Background: an optimization exercise with open tools, aiming at small area. Do not read the settings as production practice. The RTL was checked by simulation tests, not by an equivalence proof against the original design. Power figures rest on the tool's default switching activity, not on a simulated workload.

`run.sh`:
```
#!/bin/bash
# synth_recipe.tcl (not shown) runs the flow's synth.tcl, then flattens the netlist and writes it again
# the make line also repeats each setting of config.mk as NAME=value (left out here)
make -C /OpenROAD-flow-scripts/flow DESIGN_CONFIG=/design/flow/config.mk WORK_HOME=/design/flow/orfs CLKGATE_MAP_FILE= SYNTH_SCRIPT=/design/flow/synth_recipe.tcl finish
```
`config.mk`:
```
export PLATFORM = sky130hd
export DESIGN_NAME = ProcessingElement
export DESIGN_NICKNAME = ProcessingElement
export VERILOG_FILES = /design/flow/design.v
export SDC_FILE = /design/flow/constraint.sdc
export NUM_CORES = 4
export LEC_CHECK = 0
export CAP_MARGIN = 20
export CELL_PAD_IN_SITES_DETAIL_PLACEMENT = 1
export CELL_PAD_IN_SITES_GLOBAL_PLACEMENT = 2
export CORE_MARGIN = 2
export CORE_UTILIZATION = 25
export PLACE_DENSITY = 0.35
export SLEW_MARGIN = 20
```
`constraint.sdc`:
```
create_clock -name core_clock -period 12.0 [get_ports {clock}]
set_input_delay 2.4000 -clock core_clock [delete_from_list [all_inputs] [get_ports {clock}]]
set_output_delay 2.4000 -clock core_clock [all_outputs]
set_load 0.01 [all_outputs]
```
`design.v`:
```
module ProcessingElement (
	input         			clock,
	input         			reset,
	output        			psum_in_ready,
	input         			psum_in_valid,
	input 	signed 	[20:0] 	psum_in,
	input         			psum_out_ready,
	output        			psum_out_valid,
	output 	signed 	[20:0] 	psum_out,
	input         			iact_address_in_valid,
	input  			[7:0]  	iact_address_in,
	input  			       	iact_data_in_valid,
	input  			[12:0] 	iact_data_in,
	input  			       	weight_address_in_valid,
	input  			[6:0]  	weight_address_in,
	input  			       	weight_data_in_valid,
	input  			[11:0] 	weight_data_in,
	output 			       	iact_address_write_fin,
	output 			       	iact_data_write_fin,
	output 			       	psum_add_fin,
	input  			       	psum_enq_en,
	input  			       	do_load_en,
	output 			       	cal_fin,
	input					iact_write_fin_clear,
	input					weight_write_fin_clear,
	output 					all_write_fin,
	input			[4:0]	PSUM_DEPTH,
	input					psum_spad_clear
);
localparam IDLE 				= 3'd0;
localparam READ_FORMER_ADDRESS 	= 3'd1;
localparam READ_FORMER_DATA 	= 3'd2;
localparam READ_LATER_ADDRESS 	= 3'd3;
localparam READ_LATER_DATA_1 	= 3'd4;
localparam READ_LATER_DATA_2 	= 3'd5;
localparam DO_MAC 				= 3'd6;
localparam WRITE_BACK 			= 3'd7;
reg [2:0] PE_state;
wire st_idle = PE_state == IDLE;
wire st_rfa  = PE_state == READ_FORMER_ADDRESS;
wire st_rfd  = PE_state == READ_FORMER_DATA;
wire st_rla  = PE_state == READ_LATER_ADDRESS;
wire st_rld1 = PE_state == READ_LATER_DATA_1;
wire st_rld2 = PE_state == READ_LATER_DATA_2;
wire st_do_mac = PE_state == DO_MAC;
wire st_wb   = PE_state == WRITE_BACK;
wire fa_shake = iact_address_in_valid   & do_load_en;
wire fd_shake = iact_data_in_valid      & do_load_en;
wire la_shake = weight_address_in_valid & do_load_en;
wire ld_shake = weight_data_in_valid    & do_load_en;
wire fa_wfin  = fa_shake & (iact_address_in   == 8'd0);
wire fd_wfin  = fd_shake & (iact_data_in      == 13'd0);
wire la_wfin  = la_shake & (weight_address_in == 7'd0);
wire ld_wfin  = ld_shake & (weight_data_in    == 12'd0);
assign iact_address_write_fin = fa_wfin;
assign iact_data_write_fin    = fd_wfin;
reg fa_fin_r, fd_fin_r, la_fin_r, ld_fin_r;
assign all_write_fin = fa_fin_r & fd_fin_r & la_fin_r & ld_fin_r;
always @(posedge clock) begin
	if (reset | iact_write_fin_clear) begin
		fa_fin_r <= 1'b0;
		fd_fin_r <= 1'b0;
	end
	else begin
		fa_fin_r <= fa_wfin | fa_fin_r;
		fd_fin_r <= fd_wfin | fd_fin_r;
	end
end
always @(posedge clock) begin
	if (reset | (all_write_fin & weight_write_fin_clear)) begin
		la_fin_r <= 1'b0;
		ld_fin_r <= 1'b0;
	end
	else begin
		la_fin_r <= la_wfin | la_fin_r;
		ld_fin_r <= ld_wfin | ld_fin_r;
	end
end
reg [1:0] ctrl_state;
wire mac_en = ctrl_state == 2'd2;
wire core_cal_fin;
assign cal_fin = core_cal_fin & mac_en;
always @(posedge clock) begin
	if (reset) ctrl_state <= 2'd0;
	else case (ctrl_state)
		2'd0    : ctrl_state <= do_load_en    ? 2'd1 : 2'd0;
		2'd1    : ctrl_state <= all_write_fin ? 2'd2 : 2'd1;
		2'd2    : ctrl_state <= core_cal_fin  ? 2'd0 : 2'd2;
		default : ctrl_state <= 2'd0;
	endcase
end
reg [7:0] fa_mem [0:7];
reg [2:0] fa_wa, fa_ra;
wire      fa_idx_inc;
wire [7:0] fa_out = fa_mem[fa_ra];
genvar ga;
generate
	for (ga = 0; ga < 8; ga = ga + 1) begin : g_fa
		always @(posedge clock) begin
			if (reset | (fa_shake & (fa_wa == ga)))
				fa_mem[ga] <= reset ? 8'd0 : iact_address_in;
		end
	end
endgenerate
always @(posedge clock) begin
	if (reset) fa_wa <= 3'd0;
	else if (fa_shake) fa_wa <= fa_wfin ? 3'd0 : fa_wa + 3'd1;
end
always @(posedge clock) begin
	if (reset) fa_ra <= 3'd0;
	else if (fa_idx_inc) fa_ra <= (fa_out == 8'd0) ? 3'd0 : fa_ra + 3'd1;
end
reg  [12:0] fd_mem [0:198];
reg  [12:0] fd_douta;
reg  [7:0]  fd_wa, fd_ra;
wire        fd_idx_inc;
wire [12:0] fd_out   = fd_shake ? 13'd0 : fd_douta;
wire        fd_rfin  = (fd_out == 13'd0) & fd_idx_inc;
wire [7:0]  fd_nra   = fd_idx_inc ? (fd_rfin ? 8'd0 : fd_ra + 8'd1) : fd_ra;
wire [12:0] fd_rdata = (fd_nra > 8'd198) ? 13'd0 : fd_mem[fd_nra];
always @(posedge clock) begin
	if (fd_shake) fd_mem[fd_wa] <= iact_data_in;
end
always @(posedge clock) begin
	if (reset) fd_douta <= 13'd0;
	else if (fd_shake) fd_douta <= iact_data_in;
	else fd_douta <= fd_rdata;
end
always @(posedge clock) begin
	if (reset) fd_wa <= 8'd0;
	else if (fd_shake) fd_wa <= fd_wfin ? 8'd0 : fd_wa + 8'd1;
end
always @(posedge clock) begin
	if (reset) fd_ra <= 8'd0;
	else fd_ra <= fd_nra;
end
reg [6:0] la_mem [0:24];
reg [4:0] la_wa, la_ra;
wire [6:0] la_out = (la_ra > 5'd24) ? 7'd127 : la_mem[la_ra];
genvar gl;
generate
	for (gl = 0; gl < 25; gl = gl + 1) begin : g_la
		always @(posedge clock) begin
			if (reset | (la_shake & (la_wa == gl)))
				la_mem[gl] <= reset ? 7'd127 : weight_address_in;
		end
	end
endgenerate
always @(posedge clock) begin
	if (reset) la_wa <= 5'd0;
	else if (la_shake) la_wa <= la_wfin ? 5'd0 : la_wa + 5'd1;
end
reg  [9:0] ld_mem [0:100];
reg  [9:0] ld_douta;
reg  [6:0] ld_wa, ld_ra, ld_col;
wire [9:0] ld_din   = {weight_data_in[3] ? 8'd0 : weight_data_in[11:4], weight_data_in[1:0]};
wire       ld_read_en;
wire [6:0] ld_nra   = ld_read_en ? ld_col : ld_ra;
wire [9:0] ld_rdata = (ld_nra > 7'd100) ? 10'd0 : ld_mem[ld_nra];
always @(posedge clock) begin
	if (ld_shake) ld_mem[ld_wa] <= ld_din;
end
always @(posedge clock) begin
	if (reset) ld_douta <= 10'd0;
	else if (ld_shake) ld_douta <= ld_din;
	else ld_douta <= ld_rdata;
end
always @(posedge clock) begin
	if (reset) ld_wa <= 7'd0;
	else if (ld_shake) ld_wa <= ld_wfin ? 7'd0 : ld_wa + 7'd1;
end
always @(posedge clock) begin
	if (reset) ld_ra <= 7'd0;
	else ld_ra <= ld_nra;
end
wire [7:0]  ld_val  = ld_douta[9:2];
wire [11:0] ld_out  = (ld_val != 8'd0) ? {ld_val, 2'b00, ld_douta[1:0]} :
					  ld_douta[0] ? {8'd1, 4'd15} : 12'd0;
reg [3:0]  former_matrix_col_reg;
reg        former_data_first_read_reg;
reg        later_data_first_read_reg;
reg        psum_load_state;
reg [4:0]  psum_read_idx_reg;
reg [15:0] product_reg;
reg [20:0] psum_load_reg;
wire [4:0] former_row   = fd_out[4:0];
wire [7:0] former_val   = fd_out[12:5];
wire [3:0] later_row    = ld_out[3:0];
wire fdsi               = ({1'b0, fa_out} == ({1'b0, fd_ra} + 9'd1));
wire iact_fin           = (former_val == 8'd0) & ~former_data_first_read_reg;
wire ld_rfin_w          = ld_out[11:4] == 8'd0;
wire ldsi               = ({1'b0, la_out} == ({1'b0, ld_col} + 8'd1)) | ld_rfin_w;
wire la_rfin_w          = la_out == 7'd0;
wire lzc                = la_out == 7'd127;	 
wire later_data_read_done     = ldsi | la_rfin_w;
wire former_one_col_read_done = fdsi | la_rfin_w;
wire later_first_col    = former_row == 5'd0;
assign core_cal_fin     = iact_fin & ~st_idle;
assign fa_idx_inc       = (st_rla & fdsi & lzc) | (st_wb & fdsi & ldsi) | core_cal_fin;
assign fd_idx_inc       = (st_rfa & ~former_data_first_read_reg) | (st_rla & lzc & ~fdsi) | (st_wb & ldsi & ~fdsi) | core_cal_fin;
wire [4:0] la_read_idx  = (st_rfd & later_data_first_read_reg & ~later_first_col) ? (former_row - 5'd1) : former_row;
wire       la_read_idx_en = (st_rfd | st_rla) & later_data_first_read_reg;
wire       la_idx_inc   = (st_rld1 | st_do_mac) & lzc;
wire [6:0] ld_read_idx  = later_first_col ? 7'd0 : la_out;
wire       ld_read_idx_en = st_rla & later_data_first_read_reg & ~lzc;
wire       ld_idx_inc   = (st_rla & ~lzc & ~later_data_first_read_reg) | (st_wb & ~ldsi);
assign     ld_read_en   = st_rld1;
reg [2:0] next_PE_state;
always @(*) begin
	case (PE_state)
		IDLE 				: next_PE_state = mac_en   ? READ_FORMER_ADDRESS : IDLE;
		READ_FORMER_ADDRESS : next_PE_state = READ_FORMER_DATA;
		READ_FORMER_DATA 	: next_PE_state = iact_fin ? IDLE : READ_LATER_ADDRESS;
		READ_LATER_ADDRESS 	: next_PE_state = ~lzc ? READ_LATER_DATA_1 : fdsi ? READ_FORMER_ADDRESS : READ_FORMER_DATA;
		READ_LATER_DATA_1 	: next_PE_state = READ_LATER_DATA_2;
		READ_LATER_DATA_2 	: next_PE_state = DO_MAC;
		DO_MAC 				: next_PE_state = WRITE_BACK;
		default 	        : next_PE_state = iact_fin                  ? IDLE :
											  ~later_data_read_done     ? READ_LATER_DATA_1 :
											  former_one_col_read_done  ? READ_FORMER_ADDRESS : READ_FORMER_DATA;
	endcase
end
always @(posedge clock) begin
	if (reset) PE_state <= IDLE;
	else       PE_state <= next_PE_state;
end
always @(posedge clock) begin
	if (reset | psum_enq_en) former_matrix_col_reg <= 4'd0;
	else if (st_rfa) former_matrix_col_reg <= former_matrix_col_reg + 4'd1;
end
always @(posedge clock) begin
	if (reset) former_data_first_read_reg <= 1'b1;
	else if (st_rfd | st_wb) former_data_first_read_reg <= iact_fin | former_data_first_read_reg;
	else if (st_rla) former_data_first_read_reg <= 1'b0;
end
always @(posedge clock) begin
	if (reset) later_data_first_read_reg <= 1'b1;
	else if (st_idle) later_data_first_read_reg <= mac_en | later_data_first_read_reg;
	else if (st_rla) later_data_first_read_reg <= lzc | later_data_first_read_reg;
	else if (st_wb & ~iact_fin) later_data_first_read_reg <= later_data_read_done;
end
always @(posedge clock) begin
	if (reset) la_ra <= 5'd0;
	else if (la_read_idx_en) la_ra <= la_read_idx;
	else if (la_idx_inc) la_ra <= (la_out == 7'd0) ? 5'd0 : la_ra + 5'd1;
end
always @(posedge clock) begin
	if (reset) ld_col <= 7'd0;
	else if (ld_read_idx_en) ld_col <= ld_read_idx;
	else if (ld_idx_inc) ld_col <= (ld_out == 12'd0) ? 7'd0 : ld_col + 7'd1;
end
reg  [1:0]  fin_wa, fout_wa;		 
reg         fin_mf, fout_mf;		 
wire        fin_full  = (fin_wa  == 2'd0) & fin_mf;
wire        fout_full = (fout_wa == 2'd0) & fout_mf;
wire        core_out_ready = psum_out_ready | ~fout_full;
wire        core_in_ready  = core_out_ready & psum_load_state;
wire        rd_valid       = psum_in_valid & psum_load_state;
wire        core_out_valid = rd_valid & ~st_wb;
wire        rd_idx_inc     = core_out_ready & core_out_valid;
wire        p_read_fin     = ((st_rfd | st_wb) & iact_fin) | ((psum_read_idx_reg == PSUM_DEPTH) & rd_idx_inc);
wire        p_acc_fin      = p_read_fin & psum_load_state;
assign psum_in_ready  = core_in_ready | ~fin_full;
assign psum_out_valid = core_out_valid;
assign psum_add_fin   = p_acc_fin;
reg  [20:0] pm [0:31];
reg  [20:0] p_doutb, p_dout_reg;
reg         p_wr_reg;
reg         pclr;
reg  [4:0]  pclr_cnt;
wire        p_rst   = reset | psum_spad_clear;
wire signed [7:0]  mul_a = ld_val;
wire signed [7:0]  mul_b = former_val;
wire signed [15:0] product_w = mul_a * mul_b;
wire signed [20:0] psum_load_w = p_wr_reg ? p_dout_reg : p_doutb;
wire signed [20:0] acc = psum_load_state ? (psum_load_w + psum_in)
										 : (psum_load_reg + {{5{product_reg[15]}}, product_reg});
assign psum_out = acc;
wire [4:0] psum_write_idx = later_row + (former_matrix_col_reg - 4'd1) * 5'd4;
reg  [4:0] next_psum_read_idx;
always @(*) begin
	if (st_rld2)          next_psum_read_idx = psum_write_idx;
	else if (p_read_fin)  next_psum_read_idx = 5'd0;
	else if (rd_idx_inc)  next_psum_read_idx = psum_read_idx_reg + 5'd1;
	else                  next_psum_read_idx = psum_read_idx_reg;
end
wire        p_wen = st_wb & ~(st_do_mac | rd_valid);
wire        p_wr  = p_wen | pclr;
wire [4:0]  p_wa  = pclr ? pclr_cnt : psum_write_idx;
wire [20:0] p_wd  = pclr ? 21'd0 : acc;
always @(posedge clock) begin
	if (p_wr) pm[p_wa] <= p_wd;
end
always @(posedge clock) begin
	if (p_rst) begin
		p_doutb    <= 21'd0;
		p_dout_reg <= 21'd0;
		p_wr_reg   <= 1'b0;
	end
	else begin
		p_doutb    <= pm[next_psum_read_idx];
		p_dout_reg <= p_doutb;
		p_wr_reg   <= p_wr;
	end
end
always @(posedge clock) begin
	if (p_rst) pclr <= 1'b1;
	else if (pclr_cnt == 5'd31) pclr <= 1'b0;
end
always @(posedge clock) begin
	if (p_rst) pclr_cnt <= 5'd0;
	else if (pclr) pclr_cnt <= pclr_cnt + 5'd1;
end
always @(posedge clock) begin
	if (reset) product_reg <= 16'd0;
	else if (st_do_mac) product_reg <= (later_row == 4'd15) ? 16'd0 : product_w;
end
always @(posedge clock) begin
	if (reset) psum_load_reg <= 21'd0;
	else psum_load_reg <= psum_load_w;
end
always @(posedge clock) begin
	if (reset) psum_load_state <= 1'b0;
	else if (p_acc_fin) psum_load_state <= 1'b0;
	else psum_load_state <= psum_enq_en | psum_load_state;
end
always @(posedge clock) begin
	if (reset) psum_read_idx_reg <= 5'd0;
	else psum_read_idx_reg <= next_psum_read_idx;
end
wire fin_we  = ~core_in_ready  & psum_in_ready & psum_in_valid;
wire fout_we = ~psum_out_ready & core_out_ready & core_out_valid;
always @(posedge clock) begin
	if (reset) begin
		fin_wa <= 2'd0;
		fin_mf <= 1'b0;
	end
	else if (fin_we) begin
		fin_wa <= fin_wa + 2'd1;
		fin_mf <= 1'b1;
	end
end
always @(posedge clock) begin
	if (reset) begin
		fout_wa <= 2'd0;
		fout_mf <= 1'b0;
	end
	else if (fout_we) begin
		fout_wa <= fout_wa + 2'd1;
		fout_mf <= 1'b1;
	end
end
endmodule
```
==> results by group, run 1 <==
Route
  – Drc violations: 0
  – Iter 0 DRT Violations: ~8.8k
  – Number of vias per cell after detailed routing: 4.85
  – Count of vias placed by the detailed router: between 100k and 150k
  – Number of iterations in the first detailed-routing pass: 6
  – Detail Route Antenna Nets: 0
  – Total Routed Length: 817,000 um
  – Routed length per placed instance: 32.6 um

Setup path
  – Startpoint kind of the worst setup timing path: flip-flop
  – Arrival time at the worst endpoint: 10.67 ns
  – Data required time at the worst endpoint: 13.02 ns
  – Maximum fanout along the worst path: 59
  – Type of the setup path with the least slack: flip-flop to flip-flop
  – CP endpoint kind: flip-flop

Clocking
  – Buffer levels on the longest clock path: 4
  – Later-pin clock latency in the skew report: 1.10 ns
  – Cts repair resizes: 0
  – Num Clock Sinks: 4,696
  – Post-CTS setup buffer count: 0
  – Clock Root Buffer: clkbuf_16
  – Worst-path clk slew: 0.06 ns
  – Clock buffers created by TritonCTS: 599
  – Hold buffer count at CTS: 0
  – Count of H-tree levels built during CTS: 6
  – CTS tree: done

Placement
  – Post-detail-place hpwl: 514,000 um
  – # port buffers: 106
  – RePlAce Congestion: 0.772
  – Place WS: roughly 1.7 ns

STA
  – Ratio of final minimum period to clock period: ~80%
  – Final total negative setup slack: 0 ns
  – Number of failing hold endpoints at the final stage: 0
  – Crit path time final: 9.65 ns
  – Unrepaired setup endpoints after global routing: false
  – Least-Margin Pin Slew: roughly 1.2 ns
  – Rel. slew slack: between 15 and 20%
  – Worst setup margin: ~2.4 ns
  – Top achievable clock speed: 0.104 GHz
  – Final number of setup-violating endpoints: 0
  – Final number of max-transition violations: 0
  – Worst Skew: roughly 0.051 ns

Synthesis
  – Async SR Flop Fraction: 0%
  – Flops & latches, synth: 4,696
  – Sequential cell area fraction in the yosys report: just over 70%
  – Count of yosys warnings during synthesis: 3
  – Gate count after technology mapping: approximately 14k
  – Most common flop cell mapped by yosys: edfxtp_1
  – Count of flip-flops with a built-in enable after synthesis: ~4.5k
  – Post-synthesis instance area: 0.191 mm2
  – Post-synthesis area per instance: 13.8 um2
  – Distinct cell type count after synthesis: 105
  – Net count after synthesis: between 10k and 15k

Final layout
  – Max FFs per register: ~2.6k
  – Nets@finish: 14.6k
  – Largest register by flop count: fd_mem
  – Layout area overhead: 19.1%
  – Fill cells: between 80k and 90k
  – Top Registers: fd_mem (2587), ld_mem (1010), pm (672)
  – Fraction of final layout cells with drive strength greater than 1: 13.4%

Power and ir drop
  – P per Cell Area: 161 mW/mm2
  – Cell leakage power: 0.0757 uW
  – Worst VDD drop: 0.148 mV

Global route
  – Number of antenna violations at the first check in global routing: just under 90
  – Via count of the first global-routing pass: 126k
  – Final global-route overflow total: 0
  – Global-route wire length before repair: 1,110,000 um
  – Largest net degree at the start of global routing: 130
  – Overall routing resource usage: 20.5%

Outcome
  – Result of the run: complete, no violations

Floorplan
  – Initial Util: 25.1%
  – Chip height: 879 um
  – DIE AREA: 0.772 mm2
  – Top-level I/O count: 107
  – # rows: 321
  – Overall die width: 879 um
  – Core region area: 0.764 mm2

Flow run
  – Max-capacitance violation count: 0

Min path
  – Hold Path Class: flip-flop to flip-flop
-- cells by family (layout without fill, tap and decap cells) --
logic type                 count (synthesis)  in the layout  share of synthesized area [%]
DFF                                     4696           4696                           72.7
adders and majority gates                165            165                           1.31
other                                      0             35                              0
and+or+nand+nor                         5308           5308                           12.1
muxes                                    653            653                           4.13
buffers and inverters                   1031           2048                           2.32
xor gates and xnor gates                 104            104                          0.476
AOI/OAI and AO/OA                       1893           1893                           6.91
-- worst max-delay path: stages (launching register included) --
cell	delay [ns]
dfxtp_1	0.30
buf_4	0.44
inv_2	0.31
ha_1	0.51
a2111oi_0	0.63
nor4bb_1	0.71
o2111a_1	0.49
xnor2_1	0.18
nand4_1	0.38
and3_1	0.48
o21ai_4	0.39
nand2_8	0.55
buf_12	0.49
buf_4	0.30
buf_4	0.24
mux2i_1	0.14
a32oi_1	0.15
a31oi_1	0.18
nor4_1	0.90
nand4_1	0.57
o211ai_1	0.66
or3_1	0.21
-- cell usage after synthesis, types with 46 or more instances --
library cell  instances  area share (%)
nor3_1               95            0.25
a32oi_1             112            0.51
a211oi_1            164            0.64
nor4_1               74            0.24
buf_2               251            0.66
nand2_1            3021             5.9
a311oi_1            302             1.4
buf_1               102            0.20
a21oi_1             562             1.5
a22oi_1             120            0.47
nor2_1              506            0.99
clkbuf_1            500            0.98
ha_1                107            0.70
mux4_2              104             1.2
o21ai_0             104            0.27
and3_1              194            0.63
o311ai_0             46            0.21
a31oi_1             157            0.51
dfxtp_1             188             2.0
and2_1              147            0.48
inv_1               128            0.25
mux2_2               49            0.29
mux2i_1             495             2.6
xnor2_1              66            0.30
nand4_1              81            0.26
fa_1                 58            0.61
edfxtp_1           4508              71
nand3_1             981             2.6
-- path summary, 6_finish.rpt --
| check | slack [ns] | startpoint | cells after the start | to |
|---|---|---|---|---|
| worst min register to register | 0.45 | p_doutb[0]$_SDFF_PP0_ | 1 | p_dout_reg[0]$_SDFF_PP0_ |
| worst max register to register | 2.35 | la_ra[4]$_SDFFE_PP0P_ | 21 | fd_douta[0]$_SDFF_PP0_ |
| worst min-delay path | 0.45 | p_doutb[0]$_SDFF_PP0_ | 1 | p_dout_reg[0]$_SDFF_PP0_ |
| worst max-delay path | 2.35 | la_ra[4]$_SDFFE_PP0P_ | 21 | fd_douta[0]$_SDFF_PP0_ |
-- metrics by stage --
step / utilization, % / cell area [um2] / power, uW / hold WS (ns) / std cells
after floorplan: - / 191000 / 18800 / 0.424 / 13850
after global placement: 27.3 / 208000 / 19500 / 0.433 / 23935
after detailed placement: 27.3 / 209000 / 19500 / 0.444 / 23957
after CTS: 29.8 / 228000 / 37400 / 0.450 / 25038
after global routing: 29.8 / 228000 / 38000 / 0.471 / 25043
final: 29.8 / 228000 / 36800 / 0.447 / 25076
-- cell type report --
cell class	instances	area, um2	share of cell area, %
Sequential cell	4696	139000	61.1
Multi-Input combinational cell	8123	49000	21.5
Clock buffer	777	16200	7.09
Tap cell	10174	12700	5.59
Timing Repair Buffer	837	7480	3.28
Clock inverter	304	2730	1.20
Inverter	130	488	0.214
Antenna cell	35	87.6	0.0384
-- power breakdown --
part           total, uW  leakage (uW)  internal [uW]  switching, uW
clock network      17700       0.00922          10300           7360
logic               1050        0.0233            268            781
registers          18100        0.0432          18000           49.3
-- cells in the final DEF, fill, tap and decap left out, types with 112 or more instances in the layout --
master     synthesis  final
and3_1           194    194
a31oi_1          157    154
buf_4             29    656
nor2_1           506    383
a211oi_1         164    163
a22oi_1          120    120
nand2_1         3021   3019
clkbuf_1         500    145
clkbuf_16          0    614
inv_1            128    128
nand3_1          981    971
dfxtp_1          188    185
a21oi_1          562    560
a32oi_1          112    112
and2_1           147    147
clkinv_1           1    129
mux2i_1          495    484
a311oi_1         302    298
nor2_2             3    115
edfxtp_1        4508   4508
-- routing by layer --
| layer | GRT usage (%) | part of all wire (%) | up-vias |
|---|---|---|---|
| met5 | 0 | 0.00012 | - |
| met4 | 4.48 | 2.4 | 2 |
| met3 | 1.98 | 3.2 | 827 |
| met2 | 34.9 | 48 | 2277 |
| met1 | 28.4 | 46 | 65067 |
| li1 | - | - | 53359 |
==> inputs of run 2 (changes only) <==
--- a/design.v
+++ b/design.v
@@ -90,11 +90,17 @@
 	endcase
 end
-reg [7:0] fa_mem [0:7];
+reg [7:0] fa_mem [0:6];
 reg [2:0] fa_wa, fa_ra;
 wire      fa_idx_inc;
-wire [7:0] fa_out = fa_mem[fa_ra];
+reg [7:0] fa_out;
+integer fi;
+always @(*) begin
+	fa_out = 8'd0;
+	for (fi = 0; fi < 7; fi = fi + 1)
+		fa_out = fa_out | ({8{fa_ra == fi}} & fa_mem[fi]);
+end
 genvar ga;
 generate
-	for (ga = 0; ga < 8; ga = ga + 1) begin : g_fa
+	for (ga = 0; ga < 7; ga = ga + 1) begin : g_fa
 		always @(posedge clock) begin
 			if (reset | (fa_shake & (fa_wa == ga)))
@@ -111,5 +117,5 @@
 	else if (fa_idx_inc) fa_ra <= (fa_out == 8'd0) ? 3'd0 : fa_ra + 3'd1;
 end
-reg  [12:0] fd_mem [0:198];
+reg  [12:0] fd_mem [0:197];		 
 reg  [12:0] fd_douta;
 reg  [7:0]  fd_wa, fd_ra;
@@ -118,7 +124,13 @@
 wire        fd_rfin  = (fd_out == 13'd0) & fd_idx_inc;
 wire [7:0]  fd_nra   = fd_idx_inc ? (fd_rfin ? 8'd0 : fd_ra + 8'd1) : fd_ra;
-wire [12:0] fd_rdata = (fd_nra > 8'd198) ? 13'd0 : fd_mem[fd_nra];
+reg  [12:0] fd_rdata;
+integer di;
+always @(*) begin
+	fd_rdata = 13'd0;
+	for (di = 0; di < 198; di = di + 1)
+		fd_rdata = fd_rdata | ({13{fd_nra == di}} & fd_mem[di]);
+end
 always @(posedge clock) begin
-	if (fd_shake) fd_mem[fd_wa] <= iact_data_in;
+	if (fd_shake & (fd_wa != 8'd198)) fd_mem[fd_wa] <= iact_data_in;
 end
 always @(posedge clock) begin
@@ -135,10 +147,21 @@
 	else fd_ra <= fd_nra;
 end
-reg [6:0] la_mem [0:24];
+reg [6:0] la_mem [0:23];
+reg       la_e24;					 
 reg [4:0] la_wa, la_ra;
-wire [6:0] la_out = (la_ra > 5'd24) ? 7'd127 : la_mem[la_ra];
+reg [6:0] la_out;
+integer li;
+always @(*) begin
+	la_out = ((la_ra == 5'd24) & la_e24) | (la_ra > 5'd24) ? 7'd127 : 7'd0;
+	for (li = 0; li < 24; li = li + 1)
+		la_out = la_out | ({7{la_ra == li}} & la_mem[li]);
+end
+always @(posedge clock) begin
+	if (reset) la_e24 <= 1'b1;
+	else if (la_shake & (la_wa == 5'd24)) la_e24 <= 1'b0;
+end
 genvar gl;
 generate
-	for (gl = 0; gl < 25; gl = gl + 1) begin : g_la
+	for (gl = 0; gl < 24; gl = gl + 1) begin : g_la
 		always @(posedge clock) begin
 			if (reset | (la_shake & (la_wa == gl)))
@@ -151,5 +174,5 @@
 	else if (la_shake) la_wa <= la_wfin ? 5'd0 : la_wa + 5'd1;
 end
-reg  [9:0] ld_mem [0:100];
+reg  [9:0] ld_mem [0:99];			 
 reg  [9:0] ld_douta;
 reg  [6:0] ld_wa, ld_ra, ld_col;
@@ -157,7 +180,13 @@
 wire       ld_read_en;
 wire [6:0] ld_nra   = ld_read_en ? ld_col : ld_ra;
-wire [9:0] ld_rdata = (ld_nra > 7'd100) ? 10'd0 : ld_mem[ld_nra];
+reg  [9:0] ld_rdata;
+integer wi;
+always @(*) begin
+	ld_rdata = 10'd0;
+	for (wi = 0; wi < 100; wi = wi + 1)
+		ld_rdata = ld_rdata | ({10{ld_nra == wi}} & ld_mem[wi]);
+end
 always @(posedge clock) begin
-	if (ld_shake) ld_mem[ld_wa] <= ld_din;
+	if (ld_shake & (ld_wa != 7'd100)) ld_mem[ld_wa] <= ld_din;
 end
 always @(posedge clock) begin
@@ -274,6 +303,7 @@
 wire signed [15:0] product_w = mul_a * mul_b;
 wire signed [20:0] psum_load_w = p_wr_reg ? p_dout_reg : p_doutb;
-wire signed [20:0] acc = psum_load_state ? (psum_load_w + psum_in)
-										 : (psum_load_reg + {{5{product_reg[15]}}, product_reg});
+wire [20:0] acc_a = psum_load_state ? psum_load_w : psum_load_reg;
+wire [20:0] acc_b = psum_load_state ? psum_in : {{5{product_reg[15]}}, product_reg};
+wire signed [20:0] acc = acc_a + acc_b;
 assign psum_out = acc;
 wire [4:0] psum_write_idx = later_row + (former_matrix_col_reg - 4'd1) * 5'd4;
@@ -292,4 +322,11 @@
 	if (p_wr) pm[p_wa] <= p_wd;
 end
+reg [20:0] p_rdata;
+integer pi;
+always @(*) begin
+	p_rdata = 21'd0;
+	for (pi = 0; pi < 32; pi = pi + 1)
+		p_rdata = p_rdata | ({21{next_psum_read_idx == pi}} & pm[pi]);
+end
 always @(posedge clock) begin
 	if (p_rst) begin
@@ -299,5 +336,5 @@
 	end
 	else begin
-		p_doutb    <= pm[next_psum_read_idx];
+		p_doutb    <= p_rdata;
 		p_dout_reg <= p_doutb;
 		p_wr_reg   <= p_wr;
==> flow/run.sh (new file) <==
#!/bin/bash
set -euo pipefail
export CTS_ARGS="-sink_clustering_enable -repair_clock_nets -sink_clustering_size 30 -sink_clustering_max_diameter 60 -dont_use_dummy_load"
bash standard.sh > standard_flow.log 2>&1
==> standard.sh (new file) <==
#!/bin/bash
# synth_recipe.tcl (not shown) runs the flow's synth.tcl, then flattens the netlist and writes it again
# the make line also repeats each setting of config.mk as NAME=value (left out here)
make -C /OpenROAD-flow-scripts/flow DESIGN_CONFIG=/design/flow/config.mk WORK_HOME=/design/flow/orfs CLKGATE_MAP_FILE= SYNTH_SCRIPT=/design/flow/synth_recipe.tcl "${@:-finish}"
--- a/config.mk
+++ b/config.mk
@@ -10,5 +10,7 @@
 export CELL_PAD_IN_SITES_GLOBAL_PLACEMENT = 2
 export CORE_MARGIN = 2
-export CORE_UTILIZATION = 25
-export PLACE_DENSITY = 0.35
+export CORE_UTILIZATION = 40
+export CTS_CLUSTER_DIAMETER = 60
+export CTS_CLUSTER_SIZE = 30
+export PLACE_DENSITY = 0.5
 export SLEW_MARGIN = 20
removed: run.sh
==> run 2 against run 1 <==
Effect of this change: the layout now fails its checks (capacitance limit, slew limit); non-clock buffer count increased by 215; first-iteration DRC count increased to 3.6 times the previous value; sequential share of layout area increased by 5.7 points; routed wire length increased by 34%; register-to-register slack got worse by 0.42 ns; flip-flop and latch count decreased by 37; global-route usage increased by 27 points; critical path type is now primary input to output port.
==> results by group, run 2 <==
Route
  – Total Routed Length: 1,100,000 um (+34%)
  – Iter 0 DRT Violations: 31.3k (+260%)
  – Routed length per placed instance: 62.2 um (+91%)
  – Number of iterations in the first detailed-routing pass: 8 (+2)
  – Count of vias placed by the detailed router: 136k (+12%)
  – Detail Route Antenna Nets: 0 (unchanged)
  – Drc violations: 0 (unchanged)
  – Number of vias per cell after detailed routing: 7.69 (+59%)

Outcome
  – Result of the run: complete, but fails checks
  – Fail Reasons: capacitance limit, slew limit

Synthesis
  – Post-synthesis instance area: 0.178 mm2 (-7.2%)
  – Distinct cell type count after synthesis: 89 (-15%)
  – Count of flip-flops with a built-in enable after synthesis: 4,470 (-0.84%)
  – Leading area contributor after synthesis: edfxtp_1
  – Flops & latches, synth: 4,659 (-0.79%)
  – Sequential cell area fraction in the yosys report: 77.7% (+5.0 points)
  – Most repeated cell in the gate-level netlist after synthesis: edfxtp_1
  – Gate count after technology mapping: 10.6k (-24%)
  – Net count after synthesis: 10.8k (-23%)
  – Post-synthesis area per instance: 16.8 um2 (+22%)
  – Leading cell types by total area after synthesis: edfxtp_1 76%, a221oi_1 3.9%, a22o_1 3.9%, a22oi_1 2.2%, dfxtp_1 2.1%
  – Top post-synthesis cells by count: 4,470 x edfxtp_1, 790 x a221oi_1, 785 x a22o_1
  – Count of yosys warnings during synthesis: 3 (unchanged)
  – Post-synth top area share: 75.6% (+4.8 points)
  – Async SR Flop Fraction: 0% (unchanged)
  – Most common flop cell mapped by yosys: edfxtp_1

Floorplan
  – DIE AREA: 0.449 mm2 (-42%)
  – Core region area: 0.442 mm2 (-42%)
  – # rows: 244 (-24%)
  – Initial Util: 40.2% (+15 points)
  – Top-level I/O count: 107 (unchanged)
  – Chip height: 670 um (-24%)
  – Overall die width: 670 um (-24%)

Setup path
  – Critical path buffers and inverters: 2 (-3)
  – CP endpoint kind: output port
  – Critical-path cell with the highest stage delay: clkdlybuf4s50_1
  – Data required time at the worst endpoint: 9.60 ns (-3.42 ns)
  – Arrival time at the worst endpoint: 7.84 ns (-2.83 ns)
  – Type of the setup path with the least slack: primary input to output port
  – CP most frequent cell: a21oi_1
  – Kind of cell adding the most delay to the critical path: compound AO/OA/AOI/OAI gates
  – Series of cell instances along the critical path: clkdlybuf4s50_1, mux2_2, ha_1, fa_1, a21oi_1, nor2_1, nor2_1, o21bai_1, a21oi_1, o21bai_1, a21oi_1, o21bai_1, a21oi_1, nor2b_1, o41a_1, a41o_1, o41ai_1, o21ai_0, xnor2_1, clkdlybuf4s50_1
  – Maximum fanout along the worst path: 2 (-97%)
  – Max incr delay on CP: 0.58 ns (-0.32 ns)
  – Startpoint kind of the worst setup timing path: primary input

Power and ir drop
  – P per Cell Area: 150 mW/mm2 (-6.9%)
  – Cell leakage power: 0.0660 uW (-13%)
  – Worst VDD drop: 0.127 mV (-14%)

Clocking
  – Worst-path clk slew: 0.06 ns (about the same)
  – Clock Root Buffer: clkbuf_16
  – Num Clock Sinks: 4,659 (-0.79%)
  – CTS tree: done
  – Post-CTS setup buffer count: 0 (unchanged)
  – Later-pin clock latency in the skew report: 1.09 ns (about the same)
  – Buffer levels on the longest clock path: 4 (unchanged)
  – Hold buffer count at CTS: 0 (unchanged)
  – Clock buffers created by TritonCTS: 429 (-28%)
  – Count of H-tree levels built during CTS: 5 (-1)
  – Cts repair resizes: 0 (unchanged)

STA
  – Final number of max-transition violations: 2 (+2)
  – Ratio of final minimum period to clock period: 85.3% (+4.9 points)
  – Top achievable clock speed: 0.0977 GHz (-5.8%)
  – Crit path time final: 10.24 ns (+0.589 ns)
  – Final total negative setup slack: 0 ns (unchanged)
  – Rel. slew slack: -4.02% (-23 points)
  – Number of failing hold endpoints at the final stage: 0 (unchanged)
  – Unrepaired setup endpoints after global routing: false
  – Worst Skew: 0.184 ns (+0.133 ns)
  – Final number of setup-violating endpoints: 0 (unchanged)
  – Worst setup margin: 1.76 ns (-0.589 ns)
  – Least-Margin Pin Slew: 1.55 ns (+0.330 ns)

Final layout
  – Fraction of final layout cells with drive strength greater than 1: 18.5% (+5.1 points)
  – Largest register by flop count: fd_mem
  – Most common cell after layout, fill and taps aside: edfxtp_1
  – Layout area overhead: 16.5%
  – Commonest non-fill, non-tap cells in the layout: 4,470 x edfxtp_1, 910 x buf_4, 785 x a22o_1
  – Nets@finish: 11.8k (-20%)
  – Max FFs per register: 2,574 (-0.50%)
  – Top Registers: fd_mem (2574), ld_mem (1000), pm (672)
  – Non-Filler Instances: 17.6k (-30%)

Placement
  – Post-detail-place hpwl: 715,000 um (+39%)
  – Place WS: 1.80 ns (+0.0981 ns)
  – # port buffers: 106 (unchanged)
  – Total placed cells including tap cells: 17.0k (-29%)
  – RePlAce Congestion: 1.08 (+40%)

Global route
  – Largest net degree at the start of global routing: 147 (+13%)
  – Overall routing resource usage: 47.6% (+27 points)
  – Via count of the first global-routing pass: 119k (-5.7%)
  – Number of antenna violations at the first check in global routing: 204 (+130%)
  – Final global-route overflow total: 0 (unchanged)
  – Global-route wire length before repair: 1,360,000 um (+22%)

Flow run
  – Max-capacitance violation count: 1 (+1)

Min path
  – Hold Path Class: flip-flop to flip-flop
## run 2: cell count changes after synthesis, sizes merged, moves of 405 or more
cell and change:
a22o +773, nand2 -2447, a21oi -434, a221oi +770
nand3 -772, a22oi +405
## run 2: path summary, 6_finish.rpt
kind                          startpoint                   endpoint  cells after the start  slack [ns]
hold / removal    p_doutb[18]$_SDFF_PP0_  p_dout_reg[18]$_SDFF_PP0_                      1        0.43
setup reg to reg   fa_ra[2]$_SDFFE_PP0P_     fd_douta[6]$_SDFF_PP0_                     18        1.93
setup / recovery              psum_in[0]               psum_out[20]                     20        1.76
hold reg to reg   p_doutb[18]$_SDFF_PP0_  p_dout_reg[18]$_SDFF_PP0_                      1        0.43
## run 2: through the flow
stage / area (um2) / hold WS (ns) / power (uW) / utilization, %
2_1_floorplan: 178000 / 0.429 / 18600 / -
3_3_place_gp: 195000 / 0.439 / 19200 / 44.1
3_5_place_dp: 195000 / 0.441 / 19200 / 44.2
4_1_cts: 206000 / 0.429 / 30900 / 46.6
5_1_grt: 206000 / 0.459 / 31500 / 46.7
6_report: 207000 / 0.434 / 31100 / 46.8
## run 2: logic make-up (layout without fill, tap and decap cells)
family	after synthesis	count (layout)	share of synthesized area, %
XOR/XNOR	96	96	0.474
buffers and inverters	631	1605	1.44
adder cells (fa/ha/maj)	143	143	1.25
multiplexers	258	258	1.48
AO/OA/AOI/OAI	2518	2518	11.6
other	0	186	0
AND/OR/NAND/NOR	2263	2263	5.99
flip-flops	4659	4659	77.7
## run 2: area by class of cell
cell class	instances	area, um2
fill	41433	235000
sequential	4659	138000
multi-input combinational	5278	41100
clock buffer	429	10700
timing repair buffer	1052	8580
tap	5904	7390
inverter	124	465
antenna	186	465
## run 2: report_power, final
group / switching [uW] / internal (uW)
Clock: 5980 / 6230
Sequential: 52.0 / 17900
Combinational: 726 / 225
Total: 6760 / 24300
## run 2: metal layers
metal	vias to the layer above	global-route usage, %	wire, um	share of wire, %
met5	-	1.45	918	0.084
met4	54	32.6	90500	8.2
met3	3601	23.9	184000	17
met2	15188	63.0	432000	39
met1	71369	60.2	390000	36
li1	45404	-	-	-
==> inputs of run 3 (changes only) <==
--- a/config.mk
+++ b/config.mk
@@ -6,11 +6,11 @@
 export NUM_CORES = 4
 export LEC_CHECK = 0
-export CAP_MARGIN = 20
+export CAP_MARGIN = 30
 export CELL_PAD_IN_SITES_DETAIL_PLACEMENT = 1
 export CELL_PAD_IN_SITES_GLOBAL_PLACEMENT = 2
 export CORE_MARGIN = 2
-export CORE_UTILIZATION = 40
+export CORE_UTILIZATION = 25
 export CTS_CLUSTER_DIAMETER = 60
 export CTS_CLUSTER_SIZE = 30
-export PLACE_DENSITY = 0.5
-export SLEW_MARGIN = 20
+export PLACE_DENSITY = 0.35
+export SLEW_MARGIN = 30
==> run 3 against run 2 <==
Effect of this change: the run now finishes clean; final area is 5.1% higher; die area grew 60%; clock power is about 20% higher; final cell count rose by 22%; register-to-register slack better by 0.25 ns; maximum frequency shrank 0.15%; flip-flop and latch count stayed put; largest cell class unchanged; highest routed layer unchanged.
==> results by group, run 3 <==
Synthesis
  – Most repeated cell in the gate-level netlist after synthesis: edfxtp_1
  – Most common flop cell mapped by yosys: edfxtp_1
  – Async SR Flop Fraction: 0% (unchanged)
  – Leading cell types by total area after synthesis: edfxtp_1 76%, a221oi_1 3.9%, a22o_1 3.9%, a22oi_1 2.2%, dfxtp_1 2.1%
  – Gate count after technology mapping: 10.6k (unchanged)
  – Count of flip-flops with a built-in enable after synthesis: 4,470 (unchanged)
  – Sequential cell area fraction in the yosys report: 77.7% (unchanged)
  – Net count after synthesis: 10.8k (unchanged)
  – Count of yosys warnings during synthesis: 3 (unchanged)
  – Top post-synthesis cells by count: 4,470 x edfxtp_1, 790 x a221oi_1, 785 x a22o_1
  – Post-synthesis area per instance: 16.8 um2 (unchanged)
  – Post-synth top area share: 75.6% (unchanged)
  – Leading area contributor after synthesis: edfxtp_1
  – Post-synthesis instance area: 0.178 mm2 (unchanged)
  – Distinct cell type count after synthesis: 89 (unchanged)
  – Flops & latches, synth: 4,659 (unchanged)

Power and ir drop
  – Worst VDD drop: 0.178 mV (+40%)
  – Cell leakage power: 0.0690 uW (+4.5%)
  – P per Cell Area: 155 mW/mm2 (+3.0%)

Setup path
  – Data required time at the worst endpoint: 9.60 ns (about the same)
  – Type of the setup path with the least slack: primary input to output port
  – Flop-to-flop setup slack: 2.18 ns (+0.25 ns)
  – Path depth of the worst reg2reg path: 20 (+2)
  – Series of cell instances along the critical path: clkdlybuf4s50_1, mux2_2, ha_1, fa_1, a21oi_1, nor2_1, nor2_1, o21bai_1, a21oi_1, o21bai_1, a21oi_1, o21bai_1, a21oi_1, nor2b_1, o41a_1, a41o_1, o41ai_1, o21ai_0, xnor2_1, clkdlybuf4s50_1
  – First element of the critical path: psum_in[0]
  – CP most frequent cell: a21oi_1
  – Launch point of the worst reg-to-reg path: la_ra[4]$_SDFFE_PP0P_
  – Critical path buffers and inverters: 2 (unchanged)
  – Critical-path cell with the highest stage delay: clkdlybuf4s50_1
  – Kind of cell adding the most delay to the critical path: compound AO/OA/AOI/OAI gates
  – WP depth: 20 (unchanged)
  – Capture point of the worst reg-to-reg path: fd_douta[12]$_SDFF_PP0_
  – Max incr delay on CP: 0.60 ns (+0.02 ns)
  – Maximum fanout along the worst path: 2 (unchanged)
  – CP endpoint kind: output port
  – Startpoint kind of the worst setup timing path: primary input
  – End point of the critical path: psum_out[20]
  – Arrival time at the worst endpoint: 7.85 ns (about the same)

Clocking
  – Hold buffer count at CTS: 0 (unchanged)
  – Buffer levels on the longest clock path: 4 (unchanged)
  – Cts repair resizes: 0 (unchanged)
  – CTS tree: done
  – Later-pin clock latency in the skew report: 1.14 ns (+0.05 ns)
  – Num Clock Sinks: 4,659 (unchanged)
  – Clock buffers created by TritonCTS: 549 (+28%)
  – Count of H-tree levels built during CTS: 6 (+1)
  – Worst-path clk slew: 0.06 ns (about the same)
  – Clock Root Buffer: clkbuf_16
  – Post-CTS setup buffer count: 0 (unchanged)

STA
  – Top achievable clock speed: 0.0975 GHz (-0.15%)
  – Worst Skew: 0.157 ns (-0.0269 ns)
  – Unrepaired setup endpoints after global routing: false
  – Rel. slew slack: 10.5% (+15 points)
  – Number of failing hold endpoints at the final stage: 0 (unchanged)
  – Worst hold margin: 0.443 ns (+0.00912 ns)
  – Ratio of final minimum period to clock period: 85.4% (+0.13 points)
  – Least-Margin Pin Slew: 1.33 ns (-0.215 ns)
  – Final total negative setup slack: 0 ns (unchanged)
  – Crit path time final: 10.25 ns (+0.0156 ns)
  – Final number of max-transition violations: 0 (-2)
  – Final number of setup-violating endpoints: 0 (unchanged)

Final layout
  – Non-Filler Instances: 21.6k (+22%)
  – Most common cell after layout, fill and taps aside: edfxtp_1
  – Largest register by flop count: fd_mem
  – Nets@finish: 12.1k (+3.1%)
  – Top Registers: fd_mem (2574), ld_mem (1000), pm (672)
  – Share of the core filled with cells in the final layout: 30.7% (-16 points)
  – Fill cells: 72.0k (+74%)
  – Post-route cell area: 0.217 mm2 (+5.1%)
  – Max FFs per register: 2,574 (unchanged)
  – Commonest non-fill, non-tap cells in the layout: 4,470 x edfxtp_1, 1,089 x buf_4, 784 x a22o_1
  – Layout area overhead: 22.4%
  – Fraction of final layout cells with drive strength greater than 1: 21.0% (+2.5 points)

Outcome
  – Result of the run: complete, no violations

Route
  – Routed length per placed instance: 62.0 um (-0.33%)
  – Total Routed Length: 1,340,000 um (+22%)
  – Detail Route Antenna Nets: 0 (unchanged)
  – Number of iterations in the first detailed-routing pass: 7 (-1)
  – Count of vias placed by the detailed router: 134k (-1.4%)
  – Iter 0 DRT Violations: 26.4k (-16%)
  – Number of vias per cell after detailed routing: 6.20 (-19%)
  – Drc violations: 0 (unchanged)

Placement
  – # port buffers: 106 (unchanged)
  – Total placed cells including tap cells: 20.8k (+23%)
  – Post-detail-place hpwl: 907,000 um (+27%)
  – RePlAce Congestion: 0.978 (-9.2%)
  – Instance area after placement: 0.203 mm2 (+4.0%)

Floorplan
  – DIE AREA: 0.717 mm2 (+60%)
  – Overall die width: 847 um (+26%)
  – Initial Util: 25.1% (-15 points)
  – Core region area: 0.708 mm2 (+60%)
  – # rows: 309 (+27%)
  – Top-level I/O count: 107 (unchanged)
  – Chip height: 847 um (+26%)

Global route
  – Number of antenna violations at the first check in global routing: 361 (+77%)
  – Global-route wire length before repair: 1,610,000 um (+19%)
  – Overall routing resource usage: 36.1% (-11 points)
  – Largest net degree at the start of global routing: 117 (-20%)
  – Via count of the first global-routing pass: 120k (+1.5%)
  – Final global-route overflow total: 0 (unchanged)

Min path
  – Hold Path Class: flip-flop to flip-flop

Flow run
  – Max-capacitance violation count: 0 (-1)
[run 3: power breakdown]
group | switching [uW] | leakage [uW] | internal (uW) | total (uW)
logic | 848 | 0.0195 | 248 | 1100
registers | 51.1 | 0.0428 | 17900 | 17900
clock network | 6650 | 0.00677 | 7980 | 14600
[run 3: through the flow]
stage / setup WS, ns / power [uW]
global placement: 0.639 / 19300
global route: 1.31 / 34300
CTS: 1.68 / 33800
finish: 1.75 / 33600
floorplan: 3.68 / 18600
detailed placement: 1.14 / 19400
[run 3: per-layer routing]
metal,wire length (um),vias to the layer above,global-route usage (%)
li1,-,46148,-
met1,553000,74143,49.2
met2,564000,11059,52.4
met3,142000,2275,10.2
met4,77800,38,18.6
met5,258,-,0
[run 3: worst min path at each step]
stage | start | end | slack [ns] | depth (start not counted)
6_report | p_doutb[18]$_SDFF_PP0_ | p_dout_reg[18]$_SDFF_PP0_ | 0.44 | 1
5_1_grt | p_doutb[2]$_SDFF_PP0_ | p_dout_reg[2]$_SDFF_PP0_ | 0.48 | 1
4_1_cts | p_doutb[18]$_SDFF_PP0_ | p_dout_reg[18]$_SDFF_PP0_ | 0.45 | 1
3_5_place_dp | p_doutb[15]$_SDFF_PP0_ | p_dout_reg[15]$_SDFF_PP0_ | 0.45 | 1
3_3_place_gp | ld_fin_r$_SDFF_PP0_ | ld_fin_r$_SDFF_PP0_ | 0.44 | 1
2_1_floorplan | p_doutb[0]$_SDFF_PP0_ | p_dout_reg[0]$_SDFF_PP0_ | 0.43 | 1
[run 3: final cells by class]
| class | count | area [um2] | share of cell area, % |
|---|---|---|---|
| diodes | 172 | 430 | 0.198 |
| clock buffers | 549 | 13700 | 6.32 |
| inverters | 124 | 465 | 0.214 |
| multi-input cells | 5278 | 41900 | 19.3 |
| flip-flops and latches | 4659 | 138000 | 63.5 |
| well taps | 9485 | 11900 | 5.46 |
| repair buffers | 1291 | 10900 | 5.03 |
[run 3: logic make-up after synthesis]
kind of cell | count (synthesis) | synth area share (%)
compound gates | 2518 | 11.6
xor+xnor | 96 | 0.474
fa+ha+maj | 143 | 1.25
buf+inv | 631 | 1.44
flops | 4659 | 77.7
mux | 258 | 1.48
simple gates | 2263 | 5.99
==> inputs of run 4 (changes only) <==
==> flow/run.sh (replaced) <==
#!/bin/bash
set -euo pipefail
export CTS_ARGS="-sink_clustering_enable -repair_clock_nets -sink_clustering_size 30 -sink_clustering_max_diameter 80 -dont_use_dummy_load"
bash standard.sh > standard_flow.log 2>&1
--- a/config.mk
+++ b/config.mk
@@ -11,5 +11,5 @@
 export CORE_MARGIN = 2
 export CORE_UTILIZATION = 25
-export CTS_CLUSTER_DIAMETER = 60
+export CTS_CLUSTER_DIAMETER = 80
 export CTS_CLUSTER_SIZE = 30
 export PLACE_DENSITY = 0.35
==> run 4 against run 3 <==
Effect of this change: still clean on timing, DRC and antenna; maximum frequency shrank 0.22%; sequential share of layout area grew 1.2 points; count of clock-buffer cells in the layout shrank 159; combinational power is essentially flat; synthesized cell count is the same; area after synthesis is the same; clock power shrank 18%; critical path depth is the same; critical path type unchanged.
==> results by group, run 4 <==
Floorplan
  – Overall die width: 847 um (unchanged)
  – Initial Util: 25.1% (unchanged)
  – Chip height: 847 um (unchanged)
  – Core region area: 0.708 mm2 (unchanged)
  – Top-level I/O count: 107 (unchanged)
  – DIE AREA: 0.717 mm2 (unchanged)
  – # rows: 309 (unchanged)

Power and ir drop
  – Worst VDD drop: 0.116 mV (-35%)
  – Clock group share of total power: 38.5% (-5.0 points)
  – P per Cell Area: 145 mW/mm2 (-6.5%)
  – Sequential fraction of design power: 58.0% (+4.7 points)
  – Net switching power: 7070 uW (-6.4%)
  – Cell internal pwr: 23,800 uW (-8.8%)
  – Switching portion of total power: 22.9% (+0.47 points)
  – Combinational fraction of design power: 3.5% (+0.2 points)
  – Cell leakage power: 0.0670 uW (-2.8%)

STA
  – Least-Margin Pin Slew: 1.28 ns (-0.0549 ns)
  – Number of failing hold endpoints at the final stage: 0 (unchanged)
  – Worst Skew: 0.159 ns (+0.00284 ns)
  – Top achievable clock speed: 0.0973 GHz (-0.22%)
  – Ratio of final minimum period to clock period: 85.6% (+0.19 points)
  – Crit path time final: 10.28 ns (+0.0225 ns)
  – Final total negative setup slack: 0 ns (unchanged)
  – Final number of max-transition violations: 0 (unchanged)
  – Rel. slew slack: 14.2% (+3.7 points)
  – Unrepaired setup endpoints after global routing: false
  – Final number of setup-violating endpoints: 0 (unchanged)

Final layout
  – Max FFs per register: 2,574 (unchanged)
  – Most common cell after layout, fill and taps aside: edfxtp_1
  – Largest register by flop count: fd_mem
  – Register area: 0.138 mm2 (unchanged)
  – Layout area overhead: 20.1%
  – Fill cells: 72.2k (+0.37%)
  – Nets@finish: 12.0k (-1.3%)
  – Commonest non-fill, non-tap cells in the layout: 4,470 x edfxtp_1, 1,089 x buf_4, 785 x a22o_1
  – Top Registers: fd_mem (2574), ld_mem (1000), pm (672)
  – Area of combinational cells with multiple inputs: 0.0419 mm2 (about the same)
  – Share of the core filled with cells in the final layout: 30.1% (-0.58 points)
  – Fraction of final layout cells with drive strength greater than 1: 20.0% (-1.1 points)

Route
  – Count of vias placed by the detailed router: 132k (-1.5%)
  – Routed length per placed instance: 62.5 um (+0.71%)
  – Number of vias per cell after detailed routing: 6.17 (-0.56%)
  – Iter 0 DRT Violations: 26.8k (+1.3%)
  – Total Routed Length: 1,330,000 um (-0.28%)
  – Detail Route Antenna Nets: 0 (unchanged)
  – Drc violations: 0 (unchanged)
  – Number of iterations in the first detailed-routing pass: 6 (-1)

Clocking
  – Clock buffers created by TritonCTS: 390 (-29%)
  – CTS tree: done
  – Count of H-tree levels built during CTS: 5 (-1)
  – Worst-path clk slew: 0.06 ns (about the same)
  – Hold buffer count at CTS: 0 (unchanged)
  – Post-CTS setup buffer count: 0 (unchanged)
  – Clock Root Buffer: clkbuf_16
  – Later-pin clock latency in the skew report: 1.11 ns (-0.03 ns)
  – Cts repair resizes: 0 (unchanged)
  – Num Clock Sinks: 4,659 (unchanged)
  – Buffer levels on the longest clock path: 4 (unchanged)

Placement
  – # port buffers: 106 (unchanged)
  – RePlAce Congestion: 0.978 (unchanged)
  – Post-detail-place hpwl: 907,000 um (unchanged)

Setup path
  – Arrival time at the worst endpoint: 7.88 ns (+0.03 ns)
  – Maximum fanout along the worst path: 2 (unchanged)
  – CP endpoint kind: output port
  – Type of the setup path with the least slack: primary input to output port
  – Startpoint kind of the worst setup timing path: primary input
  – Data required time at the worst endpoint: 9.60 ns (about the same)

Synthesis
  – Async SR Flop Fraction: 0% (unchanged)
  – Gate count after technology mapping: 10.6k (unchanged)
  – Post-synth top area share: 75.6% (unchanged)
  – Distinct cell type count after synthesis: 89 (unchanged)
  – Most repeated cell in the gate-level netlist after synthesis: edfxtp_1
  – Top post-synthesis cells by count: 4,470 x edfxtp_1, 790 x a221oi_1, 785 x a22o_1
  – Count of yosys warnings during synthesis: 3 (unchanged)
  – Net count after synthesis: 10.8k (unchanged)
  – Count of flip-flops with a built-in enable after synthesis: 4,470 (unchanged)
  – Post-synthesis area per instance: 16.8 um2 (unchanged)
  – Leading cell types by total area after synthesis: edfxtp_1 76%, a221oi_1 3.9%, a22o_1 3.9%, a22oi_1 2.2%, dfxtp_1 2.1%
  – Most common flop cell mapped by yosys: edfxtp_1
  – Leading area contributor after synthesis: edfxtp_1
  – Sequential cell area fraction in the yosys report: 77.7% (unchanged)
  – Post-synthesis instance area: 0.178 mm2 (unchanged)
  – Flops & latches, synth: 4,659 (unchanged)

Global route
  – Largest net degree at the start of global routing: 117 (unchanged)
  – Final global-route overflow total: 0 (unchanged)
  – Overall routing resource usage: 36.0% (-0.074 points)
  – Global-route wire length before repair: 1,610,000 um (-0.23%)
  – Via count of the first global-routing pass: 119k (-1.1%)
  – Number of antenna violations at the first check in global routing: 341 (-5.5%)

Min path
  – Hold Path Class: flip-flop to flip-flop

Flow run
  – Max-capacitance violation count: 0 (unchanged)

Outcome
  – Result of the run: complete, no violations
run 4: cell counts after synthesis:
Identical to the previous run, type by type.
run 4: worst paths after layout:
path	start	to	slack, ns	cells after the start
setup reg to reg	la_ra[4]$_SDFFE_PP0P_	fd_douta[1]$_SDFF_PP0_	2.36	20
hold reg to reg	p_doutb[7]$_SDFF_PP0_	p_dout_reg[7]$_SDFF_PP0_	0.46	1
hold / removal	p_doutb[7]$_SDFF_PP0_	p_dout_reg[7]$_SDFF_PP0_	0.46	1
setup / recovery	psum_in[0]	psum_out[20]	1.72	20
run 4: metal layers:
metal  up-vias  share of wire, %  GRT usage, %
met3      2069                10          9.99
met2     10289                42          52.5
met4        42               5.9          18.1
li1      45676                 -             -
met1     73543                41          49.1
met5         -             0.044             0
run 4: critical path: stages:
cell and delay [ns]:
clkdlybuf4s50_1 0.44, mux2_2 0.28, ha_1 0.24, fa_1 0.51, a21oi_1 0.27, nor2_1 0.10
nor2_1 0.23, o21bai_1 0.10, a21oi_1 0.27, o21bai_1 0.11, a21oi_1 0.25, o21bai_1 0.10
a21oi_1 0.28, nor2b_1 0.11, o41a_1 0.36, a41o_1 0.30, o41ai_1 0.44, o21ai_0 0.22
xnor2_1 0.26, clkdlybuf4s50_1 0.60
run 4: cells by family after synthesis:
kind of cell	after synthesis	share of synthesized area [%]
compound gates	2518	11.6
xor+xnor	96	0.474
fa+ha+maj	143	1.25
buf+inv	631	1.44
flops	4659	77.7
mux	258	1.48
simple gates	2263	5.99
run 4: power by group through the flow:
stage,clock network [uW],logic [uW],registers (uW)
after CTS,12000,1090,17900
after detailed placement,0,1090,18300
after floorplan,0,327,18200
final,11900,1090,17900
after global placement,0,1080,18300
after global routing,12400,1120,17900
run 4: stage by stage:
stage / hold WS (ns) / setup WS [ns] / cells / power, uW / instance area, um2
final: 0.456 / 1.72 / 21347 / 30900 / 213000
after global routing: 0.481 / 1.31 / 21240 / 31500 / 213000
after detailed placement: 0.446 / 1.14 / 20830 / 19400 / 203000
after global placement: 0.439 / 0.639 / 20746 / 19300 / 201000
after floorplan: 0.429 / 3.68 / 10568 / 18600 / 178000
after CTS: 0.464 / 1.68 / 21220 / 31000 / 213000
run 4: area by class of cell:
| cell class | count | share of cell area [%] |
|---|---|---|
| flip-flops and latches | 4659 | 64.7 |
| well taps | 9485 | 5.57 |
| clock buffers | 390 | 4.58 |
| diodes | 120 | 0.141 |
| repair buffers | 1291 | 5.12 |
| inverters | 124 | 0.218 |
| multi-input cells | 5278 | 19.7 |
==> inputs of run 5 (changes only) <==
==> flow/run.sh (replaced) <==
#!/bin/bash
set -euo pipefail
export CTS_ARGS="-sink_clustering_enable -repair_clock_nets -sink_clustering_size 30 -sink_clustering_max_diameter 70 -dont_use_dummy_load"
bash standard.sh > standard_flow.log 2>&1
--- a/config.mk
+++ b/config.mk
@@ -10,7 +10,7 @@
 export CELL_PAD_IN_SITES_GLOBAL_PLACEMENT = 2
 export CORE_MARGIN = 2
-export CORE_UTILIZATION = 25
-export CTS_CLUSTER_DIAMETER = 80
+export CORE_UTILIZATION = 30
+export CTS_CLUSTER_DIAMETER = 70
 export CTS_CLUSTER_SIZE = 30
-export PLACE_DENSITY = 0.35
+export PLACE_DENSITY = 0.4
 export SLEW_MARGIN = 30
==> run 5 against run 4 <==
Effect of this change: clock power hardly changed; core utilization is 5.5 points higher; synthesized cell count stayed put; sequential share of layout area is 0.98 points higher; area after synthesis stayed put; total power is 0.71% higher; non-clock buffer count is 138 lower; highest routed layer unchanged; routed wire length is 9.0% lower; global-route usage is 3.3 points higher.
==> results by group, run 5 <==
Floorplan
  – DIE AREA: 0.598 mm2 (-17%)
  – Chip height: 773 um (-8.7%)
  – Top-level I/O count: 107 (unchanged)
  – Core region area: 0.590 mm2 (-17%)
  – Initial Util: 30.1% (+5.0 points)
  – # rows: 282 (-8.7%)
  – Overall die width: 773 um (-8.7%)

Final layout
  – Max FFs per register: 2,574 (unchanged)
  – Largest register by flop count: fd_mem
  – Nets@finish: 11.9k (-0.94%)
  – Fraction of final layout cells with drive strength greater than 1: 19.1% (-0.84 points)
  – Share of the core filled with cells in the final layout: 35.6% (+5.5 points)
  – Fill cells: 58.4k (-19%)
  – Top Registers: fd_mem (2574), ld_mem (1000), pm (672)
  – Layout area overhead: 18.3%
  – Register area: 0.138 mm2 (about the same)
  – Most common cell after layout, fill and taps aside: edfxtp_1
  – Area of combinational cells with multiple inputs: 0.0416 mm2 (-0.81%)
  – Commonest non-fill, non-tap cells in the layout: 4,470 x edfxtp_1, 985 x buf_4, 785 x a22o_1

Clocking
  – Buffer levels on the longest clock path: 4 (unchanged)
  – Cts repair resizes: 0 (unchanged)
  – Worst-path clk slew: 0.06 ns (about the same)
  – Clock buffers created by TritonCTS: 416 (+6.7%)
  – Count of H-tree levels built during CTS: 5 (unchanged)
  – Hold buffer count at CTS: 0 (unchanged)
  – CTS tree: done
  – Clock Root Buffer: clkbuf_16
  – Num Clock Sinks: 4,659 (unchanged)
  – Later-pin clock latency in the skew report: 1.08 ns (-0.03 ns)
  – Post-CTS setup buffer count: 0 (unchanged)

Min path
  – Number of cells on the worst hold path: 1 (unchanged)
  – Hold Path Class: flip-flop to flip-flop

Placement
  – Post-detail-place hpwl: 807,000 um (-11%)
  – # port buffers: 106 (unchanged)
  – RePlAce Congestion: 1.01 (+3.0%)

Setup path
  – Maximum fanout along the worst path: 2 (unchanged)
  – Path depth of the worst reg2reg path: 20 (unchanged)
  – Type of the setup path with the least slack: primary input to output port
  – Arrival time at the worst endpoint: 7.74 ns (-0.14 ns)
  – CP endpoint kind: output port
  – Data required time at the worst endpoint: 9.60 ns (about the same)
  – Startpoint kind of the worst setup timing path: primary input

Power and ir drop
  – P per Cell Area: 148 mW/mm2 (+2.2%)
  – Worst VDD drop: 0.116 mV (-0.25%)
  – Cell leakage power: 0.0665 uW (-0.83%)

Synthesis
  – Flops & latches, synth: 4,659 (unchanged)
  – Count of flip-flops with a built-in enable after synthesis: 4,470 (unchanged)
  – Sequential cell area fraction in the yosys report: 77.7% (unchanged)
  – Post-synth top area share: 75.6% (unchanged)
  – Top post-synthesis cells by count: 4,470 x edfxtp_1, 790 x a221oi_1, 785 x a22o_1
  – Most repeated cell in the gate-level netlist after synthesis: edfxtp_1
  – Async SR Flop Fraction: 0% (unchanged)
  – Most common flop cell mapped by yosys: edfxtp_1
  – Post-synthesis instance area: 0.178 mm2 (unchanged)
  – Count of yosys warnings during synthesis: 3 (unchanged)
  – Leading cell types by total area after synthesis: edfxtp_1 76%, a221oi_1 3.9%, a22o_1 3.9%, a22oi_1 2.2%, dfxtp_1 2.1%
  – Net count after synthesis: 10.8k (unchanged)
  – Distinct cell type count after synthesis: 89 (unchanged)
  – Gate count after technology mapping: 10.6k (unchanged)
  – Post-synthesis area per instance: 16.8 um2 (unchanged)
  – Leading area contributor after synthesis: edfxtp_1

Route
  – Number of iterations in the first detailed-routing pass: 8 (+2)
  – Routed length per placed instance: 62.0 um (-0.68%)
  – Iter 0 DRT Violations: 26.6k (-0.40%)
  – Number of vias per cell after detailed routing: 6.66 (+8.1%)
  – Count of vias placed by the detailed router: 130k (-0.91%)
  – Total Routed Length: 1,210,000 um (-9.0%)
  – Detail Route Antenna Nets: 0 (unchanged)
  – Drc violations: 0 (unchanged)

Flow run
  – Max-capacitance violation count: 0 (unchanged)

STA
  – Unrepaired setup endpoints after global routing: false
  – Crit path time final: 10.14 ns (-0.132 ns)
  – Final total negative setup slack: 0 ns (unchanged)
  – Final number of max-transition violations: 0 (unchanged)
  – Final number of setup-violating endpoints: 0 (unchanged)
  – Number of failing hold endpoints at the final stage: 0 (unchanged)
  – Rel. slew slack: 17.0% (+2.8 points)
  – Top achievable clock speed: 0.0986 GHz (+1.3%)
  – Ratio of final minimum period to clock period: 84.5% (-1.1 points)
  – Worst hold margin: 0.452 ns (-0.00468 ns)
  – Worst Skew: 0.163 ns (+0.00382 ns)
  – Least-Margin Pin Slew: 1.24 ns (-0.0315 ns)

Global route
  – Largest net degree at the start of global routing: 107 (-8.5%)
  – Global-route wire length before repair: 1,480,000 um (-8.0%)
  – Number of antenna violations at the first check in global routing: 278 (-18%)
  – Overall routing resource usage: 39.3% (+3.3 points)
  – Via count of the first global-routing pass: 117k (-1.6%)
  – Final global-route overflow total: 0 (unchanged)

Outcome
  – Result of the run: complete, no violations
[run 5: cell counts after synthesis]
Identical to the previous run, type by type.
[run 5: final timing paths]
check	start	endpoint	slack, ns
max	psum_in[0]	psum_out[20]	1.86
min	p_doutb[17]$_SDFF_PP0_	p_dout_reg[17]$_SDFF_PP0_	0.45
max reg2reg	la_ra[4]$_SDFFE_PP0P_	fd_douta[5]$_SDFF_PP0_	2.15
min reg2reg	p_doutb[17]$_SDFF_PP0_	p_dout_reg[17]$_SDFF_PP0_	0.45
[run 5: logic make-up (layout without fill, tap and decap cells)]
| group | count (synthesis) | count (layout) | share of synthesized area, % |
|---|---|---|---|
| AOI/OAI and AO/OA | 2518 | 2518 | 11.6 |
| adders and majority gates | 143 | 143 | 1.25 |
| buffers and inverters | 631 | 1693 | 1.44 |
| xor gates and xnor gates | 96 | 96 | 0.474 |
| and+or+nand+nor | 2263 | 2263 | 5.99 |
| other | 0 | 130 | 0 |
| muxes | 258 | 258 | 1.48 |
| DFF | 4659 | 4659 | 77.7 |
[run 5: layout make-up]
class	instances	area share [%]
diodes	130	0.155
clock buffers	416	4.96
inverters	124	0.222
multi-input cells	5278	19.8
flip-flops and latches	4659	65.7
well taps	7810	4.65
repair buffers	1153	4.52
[run 5: metrics by stage]
step | setup WS [ns] | instances | power (uW) | area [um2]
3_5_place_dp | 1.79 | 19014 | 19200 | 199000
2_1_floorplan | 3.68 | 10568 | 18600 | 178000
3_3_place_gp | 0.925 | 18958 | 19200 | 198000
5_1_grt | 1.48 | 19459 | 31600 | 210000
4_1_cts | 1.76 | 19430 | 31100 | 210000
6_report | 1.86 | 19570 | 31100 | 210000
[run 5: power by group]
| group | total, uW | switching, uW | leakage [uW] | internal (uW) |
|---|---|---|---|---|
| combinational | 989 | 753 | 0.0186 | 236 |
| sequential | 17900 | 49.0 | 0.0428 | 17900 |
| clock | 12200 | 6130 | 0.00513 | 6050 |
[run 5: per-layer routing]
layer  track usage (%)  part of all wire [%]
met3              12.6                    12
met2              56.8                    42
met4              19.4                   5.9
met1              53.1                    40
met5             0.175                 0.048
[run 5: worst max-delay path, cell delays in order]
cell and delay, ns:
clkdlybuf4s50_1 0.40, mux2_2 0.28, ha_1 0.26, fa_1 0.47, a21oi_1 0.26, nor2_1 0.11, nor2_1 0.17, o21bai_1 0.09
a21oi_1 0.32, o21bai_1 0.10, a21oi_1 0.24, o21bai_1 0.10, a21oi_1 0.24, nor2b_1 0.11, o41a_1 0.35, a41o_1 0.28
o41ai_1 0.49, o21ai_0 0.24, xnor2_1 0.24, clkdlybuf4s50_1 0.58

## afterwards: timing with drivers on the ports
In the flow no input, the clock included, has a driving cell. The finished layouts below were timed again as built, in two steps. Step 1: set_driving_cell puts a clkbuf_16 on clock and a buf_2 on each other input, an assumption about the parent block. Step 2 times the ports against the registers' clock, not the clock port: input delays grow and output delays shrink by t, the midpoint of the rising clock arrivals with the driver on. Three values: ideal ports, drivers, drivers and shift; two values: the first two.
run | t, ns | setup slack, ns | worst setup path after step 2 | clock arrival spread, ns | worst data-port slew with drivers (ns)
run 1 | 1.214 | 2.351 / 2.351 / 1.831 | input to register | 0.072 / 0.073 | 0.19
run 2 | 1.135 | 1.762 / 1.733 / 1.012 | input to register | 0.193 / 0.193 | 0.06
run 3 | 1.218 | 1.746 / 1.708 / 0.753 | input to register | 0.195 / 0.195 | 0.07
run 4 | 1.180 | 1.724 / 1.684 / 0.812 | input to register | 0.176 / 0.176 | 0.07
run 5 | 1.162 | 1.856 / 1.816 / 1.738 | input to register | 0.188 / 0.188 | 0.07
For run 3, which loses most, drivers alone change the setup slack by -0.038 ns; drivers and shift together by -0.993 ns.
